Context: an optimization exercise on an open-source flow, tuned for small area and a short achievable clock period. The choices shown serve that exercise and are no tape-out recipe. Function was checked by simulation only, so behaviour that the tests miss may differ from the original. Power figures rest on the tool's default switching activity, not on a simulated workload.

==> inputs of job 1242 <==
// processor
module processor( input         clk, reset,
                  output [31:0] PC,
                  input  [31:0] instruction,
                  output        WE,
                  output [31:0] address_to_mem,
                  output [31:0] data_to_mem,
                  input  [31:0] data_from_mem
                );
    wire [6:0] op = instruction[6:0];
    wire [2:0] f3 = instruction[14:12];
    wire [4:0] a1 = instruction[19:15];
    wire [4:0] a2 = instruction[24:20];
    wire [4:0] a3 = instruction[11:7];
    wire is_store = ~op[6] &  op[5] & ~op[4];
    wire is_lui   = ~op[6] &  op[4] &  op[2];
    wire is_rtype = ~op[6] &  op[5] &  op[4] & ~op[2];
    wire is_flog  = ~op[6] & ~op[4] &  op[3];
    wire is_load  = ~op[6] & ~op[5] & ~op[4] & ~op[3];
    wire is_br    =  op[6] & ~op[2];
    wire is_jal   =  op[6] &  op[2] &  op[3];
    wire is_jalr  =  op[6] &  op[2] & ~op[3];
    wire reg_write = ~is_store & ~is_br;
    wire [31:0] imm_i = {{20{instruction[31]}}, instruction[31:20]};
    wire [31:0] imm_s = {{20{instruction[31]}}, instruction[31:25], instruction[11:7]};
    wire [31:0] imm_u = {instruction[31:12], 12'b0};
    wire [31:0] imm_b = {{20{instruction[31]}}, instruction[7], instruction[30:25], instruction[11:8], 1'b0};
    wire [31:0] imm_j = {{12{instruction[31]}}, instruction[19:12], instruction[20], instruction[30:21], 1'b0};
    reg  [31:0] rf [1:31];
    wire [31:0] wd;
    wire [31:0] rs1, rs2;
    wire [2:0]  rs1_m [0:31];
    wire [31:0] wd_r = wd & {32{~reset}};
    wire [31:0] sel1, sel2, en, en_n;
    genvar gi, gb;
    generate
  ...
clock: 11.0 ns
lec_check: 0
cap_margin: 10
core_margin: 2
core_utilization: 40
place_density: 0.65
setup_slack_margin: 3.5
slew_margin: 10
synth_hierarchical: 1
tns_end_percent: 10
standard.sh (not shown) runs the stock make flow with config.mk's settings and CLKGATE_MAP_FILE= SYNTH_SCRIPT=/design/flow/synth_recipe.tcl, a recipe that flattens the netlist after the stock synthesis.
==> flow/flow/run.sh <==
#!/bin/bash
# Standard ORFS layout (the standard.sh, unchanged synthesis), with these
# implementation choices passed to ORFS on make's command line:
#  - CTS without dummy balancing loads, clock buffers clkbuf_8;
#  - port buffers (one per input and output port) of type buf_2.
# Each tool's full output stays in orfs/logs; make's output goes to standard.log.
set -euo pipefail
bash standard.sh \
  "CTS_ARGS=-sink_clustering_enable -repair_clock_nets -dont_use_dummy_load -buf_list sky130_fd_sc_hd__clkbuf_8" \
  "BUFFER_PORTS_ARGS=-inputs -outputs -buffer_cell sky130_fd_sc_hd__buf_2" \
  finish > standard.log 2>&1
==> job 4638 (differences from job 1242) <==
--- a/flow/config.mk
+++ b/flow/config.mk
@@ -8,6 +8,6 @@
 export CAP_MARGIN = 10
 export CORE_MARGIN = 2
-export CORE_UTILIZATION = 40
-export PLACE_DENSITY = 0.65
+export CORE_UTILIZATION = 42
+export PLACE_DENSITY = 0.68
 export SETUP_SLACK_MARGIN = 3.5
 export SLEW_MARGIN = 10
==> results.cfg <==
[finish]
multi_input_area_share_pct = 50.6
nNetsFinal = 5576

[outcome]
failed_checks = max-capacitance violations, max-slew violations
outcome = complete, but fails checks

[global_routing]
grtUsageMet1_pct = 50.0

[floorplanning]
nWellTaps = 1536

[power_and_ir_drop]
p_comb_mw = 4.34

[flow_run]
maxCapViolCount = 2

[setup_path]
r2r-start = rf[1][3]$_DFF_P_

[routing]
avgViaCountPerCell = 7.86

[timing]
slew_violations = 6
[end of results for job 4638]
==> results.cfg <==
[outcome]
outcome = finished clean

[finish]
nNetsFinal = 5524
multi_input_area_share_pct = 50.7

[flow_run]
maxCapViolCount = 0

[global_routing]
grtUsageMet1_pct = 48.6

[floorplanning]
nWellTaps = 1637

[power_and_ir_drop]
p_comb_mw = 4.28

[routing]
avgViaCountPerCell = 7.66

[timing]
slew_violations = 0
[end of results for job 1242]

==> 06-15 <==
processor, a different RTL version from the one above (not shown whole).
// processor
module processor( input         clk, reset,
                  output [31:0] PC,
                  input  [31:0] instruction,
                  output        WE,
                  output [31:0] address_to_mem,
                  output [31:0] data_to_mem,
                  input  [31:0] data_from_mem
                );
    wire [6:0] op = instruction[6:0];
    wire [2:0] f3 = instruction[14:12];
    wire [4:0] a1 = instruction[19:15];
    wire [4:0] a2 = instruction[24:20];
    wire [4:0] a3 = instruction[11:7];
    wire is_store = ~op[6] &  op[5] & ~op[4];
    wire is_lui   = ~op[6] &  op[4] &  op[2];
    wire is_rtype = ~op[6] &  op[5] &  op[4] & ~op[2];
    wire is_flog  = ~op[6] & ~op[4] &  op[3];
    wire is_load  = ~op[6] & ~op[5] & ~op[4] & ~op[3];
    wire is_br    =  op[6] & ~op[2];
    wire is_jal   =  op[6] &  op[2] &  op[3];
    wire is_jalr  =  op[6] &  op[2] & ~op[3];
    wire reg_write = ~is_store & ~is_br;
    wire [31:0] imm_i = {{20{instruction[31]}}, instruction[31:20]};
    wire [31:0] imm_s = {{20{instruction[31]}}, instruction[31:25], instruction[11:7]};
    wire [31:0] imm_u = {instruction[31:12], 12'b0};
    wire [31:0] imm_b = {{20{instruction[31]}}, instruction[7], instruction[30:25], instruction[11:8], 1'b0};
    wire [31:0] imm_j = {{12{instruction[31]}}, instruction[19:12], instruction[20], instruction[30:21], 1'b0};
    reg  [31:0] rf [1:31];
    wire [31:0] wd;
    wire [31:0] rs1, rs2;
    wire [2:0]  rs1_m [0:31];
    wire [31:0] wd_r = wd & {32{~reset}};
    wire [31:0] sel1, sel2, en, en_n;
    genvar gi, gb;
    generate
        for (gi = 0; gi < 32; gi = gi + 1) begin : dec
            assign sel1[gi] = (a1 == gi);
            assign sel2[gi] = (a2 == gi);
            assign en[gi]   = reset | (reg_write & (a3 == gi));
            assign en_n[gi] = ~en[gi];
        end
        for (gi = 1; gi < 32; gi = gi + 1) begin : wr
            wire [31:0] d;
            for (gb = 0; gb < 32; gb = gb + 1) begin : b
  ...
==> module processor, before the edit <==
module processor( input         clk, reset,
                  output [31:0] PC,
                  input  [31:0] instruction,
                  output        WE,
                  output [31:0] address_to_mem,
                  output [31:0] data_to_mem,
                  input  [31:0] data_from_mem
                );
    wire [6:0] op = instruction[6:0];
    wire [2:0] f3 = instruction[14:12];
    wire [4:0] a1 = instruction[19:15];
    wire [4:0] a2 = instruction[24:20];
    wire [4:0] a3 = instruction[11:7];
    wire is_store = ~op[6] &  op[5] & ~op[4];
    wire is_lui   = ~op[6] &  op[4] &  op[2];
    wire is_rtype = ~op[6] &  op[5] &  op[4] & ~op[2];
    wire is_flog  = ~op[6] & ~op[4] &  op[3];
    wire is_load  = ~op[6] & ~op[5] & ~op[4] & ~op[3];
    wire is_br    =  op[6] & ~op[2];
    wire is_jal   =  op[6] &  op[2] &  op[3];
    wire is_jalr  =  op[6] &  op[2] & ~op[3];
    wire reg_write = ~is_store & ~is_br;
    wire [31:0] imm_i = {{20{instruction[31]}}, instruction[31:20]};
    wire [31:0] imm_s = {{20{instruction[31]}}, instruction[31:25], instruction[11:7]};
    wire [31:0] imm_u = {instruction[31:12], 12'b0};
    wire [31:0] imm_b = {{20{instruction[31]}}, instruction[7], instruction[30:25], instruction[11:8], 1'b0};
    wire [31:0] imm_j = {{12{instruction[31]}}, instruction[19:12], instruction[20], instruction[30:21], 1'b0};
    reg  [31:0] rf [1:31];
    wire [31:0] wd;
    wire [31:0] rs1, rs2;
    wire [2:0]  rs1_m [0:31];
    wire [31:0] wd_r = wd & {32{~reset}};
    wire [31:0] sel1, sel2, en, en_n;
    genvar gi, gb;
    generate
        for (gi = 0; gi < 32; gi = gi + 1) begin : dec
            assign sel1[gi] = (a1 == gi);
            assign sel2[gi] = (a2 == gi);
            assign en[gi]   = reset | (reg_write & (a3 == gi));
            assign en_n[gi] = ~en[gi];
        end
        for (gi = 1; gi < 32; gi = gi + 1) begin : wr
            wire [31:0] d;
            for (gb = 0; gb < 32; gb = gb + 1) begin : b
                k_a22o m (.a1(rf[gi][gb]), .a2(en_n[gi]), .b1(wd_r[gb]), .b2(en[gi]), .y(d[gb]));
            end
            always @(posedge clk) rf[gi] <= d;
        end
        for (gb = 0; gb < 32; gb = gb + 1) begin : rd
            wire [31:1] q;
            for (gi = 1; gi < 32; gi = gi + 1) begin : c
                assign q[gi] = rf[gi][gb];
            end
            rf_rdbit_m r1 (.q(q), .sel(sel1[31:1]), .m(rs1_m[gb]));
            k_or3 o1 (rs1_m[gb][0], rs1_m[gb][1], rs1_m[gb][2], rs1[gb]);
            rf_rdbit r2 (.q(q), .sel(sel2[31:1]), .y(rs2[gb]));
        end
    endgenerate
    wire [31:0] imm_a = is_store ? imm_s : (is_lui ? imm_u : imm_i);
    wire [31:0] agu;
    wire [31:0] rs1_m0, rs1_m1, rs1_m2;
    generate
        for (gb = 0; gb < 32; gb = gb + 1) begin : rm
            assign rs1_m0[gb] = rs1_m[gb][0];
            assign rs1_m1[gb] = rs1_m[gb][1];
            assign rs1_m2[gb] = rs1_m[gb][2];
        end
    endgenerate
    add_agu u_agu (.m0(rs1_m0), .m1(rs1_m1), .m2(rs1_m2), .a(rs1), .b(imm_a), .s(agu));
    assign address_to_mem = agu;
    assign data_to_mem = rs2;
    reg  [7:0] armed_key;
    always @(posedge clk) if (reset) armed_key <= 8'hA5;
    assign WE = is_store & (armed_key == 8'hA5);
    wire        sub = is_br | instruction[30];
    wire [31:0] bx = rs2 ^ {32{sub}};
    wire [31:0] as_p = rs1 ^ bx;
    wire [31:0] as_g = rs1 & bx;
    wire [31:0] as_g0 = {as_g[31:1], as_g[0] | (as_p[0] & sub)};
    wire [31:0] addsub;
    add_as u_as (.g(as_g0), .p(as_p), .c0(sub), .s(addsub));
    wire        eq = &as_p;           
    wire        lt = addsub[31];
    wire [31:0] andv = rs1 & rs2;
    wire [31:0] srlv = (|rs2[31:5]) ? 32'b0 : (rs1 >> rs2[4:0]);
    wire [8:0]  fl = {1'b0, rs1[30:23]} - 9'd127;
    wire [31:0] flog = {{23{fl[8]}}, fl};
    reg  [31:0] pc_q;
    assign PC = pc_q;
    wire [31:0] pc4 = pc_q + 32'd4;
    wire [31:0] immbj = op[2] ? imm_j : imm_b;
    wire [31:0] pcimm;
    add_pc u_pc (.g(pc_q & immbj), .p(pc_q ^ immbj), .c0(1'b0), .s(pcimm));
    wire taken = is_br & (f3[2] ? lt : eq);
    wire [31:0] pc_next = is_jalr ? agu : ((is_jal | taken) ? pcimm : pc4);
    always @(posedge clk) pc_q <= reset ? 32'b0 : pc_next;
    reg [31:0] wdr;
    always @(*) begin
        if (is_rtype)
            wdr = f3[2] ? (f3[1] ? andv : srlv) : addsub;
        else if (is_load)
            wdr = data_from_mem;
        else if (is_flog)
            wdr = flog;
        else if (op[6])
            wdr = pc4;
        else
            wdr = agu;
    end
    assign wd = wdr;
endmodule
clock: 11.0 ns
lec_check: 0
cap_margin: 20
core_margin: 2
core_utilization: 40
cts_buf_list: sky130_fd_sc_hd__clkbuf_8
setup_slack_margin: 3.5
slew_margin: 20
synth_hierarchical: 1
tns_end_percent: 10
run.sh (not shown) runs the stock make flow with config.mk's settings and CLKGATE_MAP_FILE= SYNTH_SCRIPT=/design/flow/synth_recipe.tcl, a recipe that flattens the netlist after the stock synthesis.
Stock flow here: none of the scripts above is used.
==> 03-19 (differences from 06-15) <==
--- a/flow/design.v
+++ b/flow/design.v
@@ -36,4 +36,2 @@
         for (gi = 0; gi < 32; gi = gi + 1) begin : dec
-            assign sel1[gi] = (a1 == gi);
-            assign sel2[gi] = (a2 == gi);
             assign en[gi]   = reset | (reg_write & (a3 == gi));
@@ -41,2 +39,6 @@
         end
+        for (gi = 0; gi < 1; gi = gi + 1) begin : rdec
+            rf_dec5 d1 (.a(a1), .sel(sel1));
+            rf_dec5 d2 (.a(a2), .sel(sel2));
+        end
         for (gi = 1; gi < 32; gi = gi + 1) begin : wr
@@ -147,2 +149,22 @@
 endmodule
+module rf_dec5 (input [4:0] a, output [31:0] sel);
+    wire [4:0] an;
+    wire [3:0] lo_n;
+    wire [7:0] hi_n;
+    genvar i;
+    generate
+        for (i = 0; i < 5; i = i + 1) begin : inv
+            k_inv u (a[i], an[i]);
+        end
+        for (i = 0; i < 4; i = i + 1) begin : lo
+            k_nand2 u ((i % 2) ? a[0] : an[0], ((i / 2) % 2) ? a[1] : an[1], lo_n[i]);
+        end
+        for (i = 0; i < 8; i = i + 1) begin : hi
+            k_nand3 u ((i % 2) ? a[2] : an[2], ((i / 2) % 2) ? a[3] : an[3], ((i / 4) % 2) ? a[4] : an[4], hi_n[i]);
+        end
+        for (i = 0; i < 32; i = i + 1) begin : s
+            k_nor2 u (lo_n[i % 4], hi_n[i / 4], sel[i]);
+        end
+    endgenerate
+endmodule
 module k_o31ai (input a1, a2, a3, b1, output y); assign y = ~((a1 | a2 | a3) & b1); endmodule
==> flow/flow/run.sh (new file) <==
#!/bin/bash
# Standard ORFS layout (the standard.sh, unchanged synthesis), with two
# implementation choices passed to ORFS on make's command line:
#  - CTS without dummy balancing loads, clock buffers clkbuf_8;
#  - port buffers (one per input and output port) of type buf_2.
# Each tool's full output stays in orfs/logs; make's output goes to standard.log.
set -euo pipefail
bash standard.sh \
  "CTS_ARGS=-sink_clustering_enable -repair_clock_nets -dont_use_dummy_load -buf_list sky130_fd_sc_hd__clkbuf_8" \
  "BUFFER_PORTS_ARGS=-inputs -outputs -buffer_cell sky130_fd_sc_hd__buf_2" \
  finish > standard.log 2>&1
==> flow/standard.sh (new file) <==
#!/bin/bash
# synth_recipe.tcl (not shown) runs the flow's synth.tcl, then flattens the netlist and writes it again
# the make line also repeats each setting of config.mk as NAME=value (left out here)
make -C /OpenROAD-flow-scripts/flow DESIGN_CONFIG=/design/flow/config.mk WORK_HOME=/design/flow/orfs CLKGATE_MAP_FILE= SYNTH_SCRIPT=/design/flow/synth_recipe.tcl "${@:-finish}"
CTS_BUF_LIST = not set   (was sky130_fd_sc_hd__clkbuf_8)
removed: flow/run.sh
==> comparison table <==
item                                                                06-15           03-19
Outcome                                                    finished clean  finished clean
Comb pwr                                                          4.42 mW         4.30 mW
Critical path's largest stage delay                               0.71 ns         0.65 ns
Number of buffer and inverter stages on the critical path               6               7
Layout non-clock buf frac                                           0.104          0.0692
Critical path data arrival time                                   5.76 ns         5.81 ns
Average vias per placed instance                                     7.52            7.59
Total Power Consumption                                           13.0 mW         12.1 mW
Area fraction of clock buffers and clock inverters                 0.0569          0.0387
Number of rows created at floorplan                                   128             129
Initial cell density of the core                                    0.404           0.402
Post-CTS Resized                                                      557             308
Final GP Congestion                                                 0.998            1.00
R2r endpoint                                                   rf[24][20]      rf[13][21]
Seq group                                                         4.95 mW         4.96 mW
Hold endpoint                                                  rf[20][17]      rf[31][15]

re-timing with driven ports:
How much do the figures lean on ideal ports? The routed layouts below were timed once more, with nothing changed but the port constraints. Step 1: set_driving_cell puts a clkbuf_16 on clk and a buf_2 on each other input, an assumption about the parent block. Step 2 moves the port delays by t, midway between the first and last clock arrival at a register: inputs arrive t later, outputs are due t later. That takes back most of the time a late clock gives input paths. Slacks: ideal ports / drivers / drivers and shift; pairs: ideal ports / drivers.
run	t (ns)	slack for setup (ns)	worst setup path at the end	latest minus earliest clock arrival (ns)	worst data-port slew with drivers (ns)
job 1242	0.953	3.156 / 3.008 / 2.206	input to register	0.098 / 0.098	0.17
job 4638	0.917	3.076 / 2.978 / 2.191	input to register	0.103 / 0.102	0.19
06-15	0.994	3.040 / 2.970 / 2.104	input to register	0.088 / 0.088	0.18
03-19	0.944	2.986 / 2.896 / 2.415	input to register	0.112 / 0.112	0.21
The setup slack of job 1242, which loses most, moves by -0.148 ns with the drivers and by -0.950 ns with both steps.
